This design comes from an exercise in tuning for small area and a short achievable clock period on the open sky130 flow, not from production work. Only simulation tests tie the RTL to the original design; equivalence was not proved. Power and IR drop assume default switching activity.

==> inputs of run a <==
// ADDER_TREE
module ADDER_TREE #(parameter DATA_IN_WIDTH = 8, DATA_OUT_WIDTH = 16)
  (clk, rst_n, ena, data_in1, data_in2, data_out, done, pipe);
  input clk, rst_n, ena;
  input [DATA_IN_WIDTH - 1:0] data_in1, data_in2;
  output [DATA_OUT_WIDTH:0] data_out;
  output done;
  output [6:0] pipe;
  reg        done;
  reg [6:0]  pipe;
  reg [7:0] a1, b1;
  always @(posedge clk)
    if (ena) begin
      a1 <= data_in1;
      b1 <= data_in2;
    end
  wire hs1 = (a1[3] & b1[0]) ^ (a1[2] & b1[1]);
  wire hc2 = (a1[3] & b1[0]) & (a1[2] & b1[1]);
  wire fs3 = (a1[4] & b1[0]) ^ (a1[3] & b1[1]) ^ (a1[2] & b1[2]);
  wire fc4 = ((a1[4] & b1[0]) & (a1[3] & b1[1])) | ((a1[4] & b1[0]) & (a1[2] & b1[2])) | ((a1[3] & b1[1]) & (a1[2] & b1[2]));
  wire fs5 = (a1[5] & b1[0]) ^ (a1[4] & b1[1]) ^ (a1[3] & b1[2]);
  wire fc6 = ((a1[5] & b1[0]) & (a1[4] & b1[1])) | ((a1[5] & b1[0]) & (a1[3] & b1[2])) | ((a1[4] & b1[1]) & (a1[3] & b1[2]));
  wire fs7 = (a1[6] & b1[0]) ^ (a1[5] & b1[1]) ^ (a1[4] & b1[2]);
  wire fc8 = ((a1[6] & b1[0]) & (a1[5] & b1[1])) | ((a1[6] & b1[0]) & (a1[4] & b1[2])) | ((a1[5] & b1[1]) & (a1[4] & b1[2]));
  wire fs9 = (a1[7] & b1[0]) ^ (a1[6] & b1[1]) ^ (a1[5] & b1[2]);
  wire fc10 = ((a1[7] & b1[0]) & (a1[6] & b1[1])) | ((a1[7] & b1[0]) & (a1[5] & b1[2])) | ((a1[6] & b1[1]) & (a1[5] & b1[2]));
  wire fs11 = ~(a1[7] & b1[0]) ^ ~(a1[7] & b1[1]) ^ (a1[6] & b1[2]);
  wire fc12 = (~(a1[7] & b1[0]) & ~(a1[7] & b1[1])) | (~(a1[7] & b1[0]) & (a1[6] & b1[2])) | (~(a1[7] & b1[1]) & (a1[6] & b1[2]));
  wire hs13 = (a1[2] & b1[0]) ^ (a1[1] & b1[1]);
  wire hc14 = (a1[2] & b1[0]) & (a1[1] & b1[1]);
  wire fs15 = hs1 ^ (a1[1] & b1[2]) ^ (a1[0] & b1[3]);
  wire fc16 = (hs1 & (a1[1] & b1[2])) | (hs1 & (a1[0] & b1[3])) | ((a1[1] & b1[2]) & (a1[0] & b1[3]));
  ...
clock: 4.0 ns
lec_check: 0
cap_margin: 20
core_margin: 2
core_utilization: 60
setup_slack_margin: 1.9
slew_margin: 20
standard.sh (not shown) runs the stock make flow with config.mk's settings and CLKGATE_MAP_FILE= SYNTH_SCRIPT=/design/flow/synth_recipe.tcl, a recipe that flattens the netlist after the stock synthesis.
==> flow/flow/run.sh <==
#!/bin/bash
# The standard layout (standard.sh) with three changes to how it is made:
# plain buffers on the ports instead of the delay cells buffer_ports picks
# by default, and clock tree synthesis with larger sink clusters and without
# dummy loads.
set -euo pipefail
export BUFFER_PORTS_ARGS="-buffer_cell sky130_fd_sc_hd__buf_1"
export CTS_ARGS="-sink_clustering_enable -repair_clock_nets -dont_use_dummy_load -buf_list {sky130_fd_sc_hd__clkbuf_8}"
bash standard.sh > standard_make.log 2>&1
==> run b (differences from run a) <==
--- a/flow/config.mk
+++ b/flow/config.mk
@@ -9,4 +9,4 @@
 export CORE_MARGIN = 2
 export CORE_UTILIZATION = 60
-export SETUP_SLACK_MARGIN = 1.9
+export SETUP_SLACK_MARGIN = 2.4
 export SLEW_MARGIN = 20
==> flow_summary.yaml <==
run_status:
  status: "timing/DRC/antenna clean"
route:
  drt-initial-drc-count: 76
  routed-wl-met2_um: 3580
pwr:
  clkPwrFrac_pct: 19.5
  sequentialPowerShare_pct: 59.2
clocking:
  post_cts_buffers: 6
timing:
  setup_slack_ps: 2182
  slew_headroom_pct: 45.70
cells_and_area:
  syn_to_final_growth_pct: 12.40
  seq_area_mm2: 0.004139
# the run above: run b

==> flow_summary.yaml <==
synth:
  synth_ff_type: "dfxtp_1"
  ys_warn_count: 1
  yosysTopAreaCellShare_pct: 50.59
critical_path:
  cp_top_family: "adder cells"
pwr:
  sequentialPowerShare_pct: 60.1
  clkPwrFrac_pct: 19.8
flow_run:
  maxCapViolations: 0
route:
  routed-wl-met2_um: 3371
  drt-initial-drc-count: 70
cells_and_area:
  reg_top3: "t4: 29 flops, t3: 25 flops, t2: 21 flops"
  seq_area_mm2: 0.004125
clocking:
  post_cts_buffers: 0
timing:
  worstMarginPinSlew_ps: 838.8
run_status:
  status: "timing/DRC/antenna clean"
# the run above: run a

what the ideal ports hide:
The flow's constraints put no driver on any port. The routed layouts listed below were extracted and timed again, unchanged, in two steps. Step 1 sets driving cells, clkbuf_16 on the clock port and buf_2 on the other inputs (assumed; they add their load-dependent delay and slew). Step 2 times the ports against the registers' clock, not the clock port: input delays grow and output delays shrink by t, the midpoint of the rising clock arrivals with the driver on. Three values: no drivers, after step 1, after step 2; two values: the first two.
| run | shift t [ns] | setup WS [ns] | hold slack, ns | latest minus earliest clock arrival (ns) | worst register clock-pin slew, ns |
|---|---|---|---|---|---|
| run a | 0.454 | 2.095 / 2.065 / 2.095 | 0.312 / 0.312 / 0.312 | 0.029 / 0.029 | 0.09 / 0.09 |
| run b | 0.459 | 2.182 / 2.165 / 2.182 | 0.311 / 0.311 / 0.311 | 0.028 / 0.029 | 0.09 / 0.09 |
After both steps setup and hold are still met in every run listed.
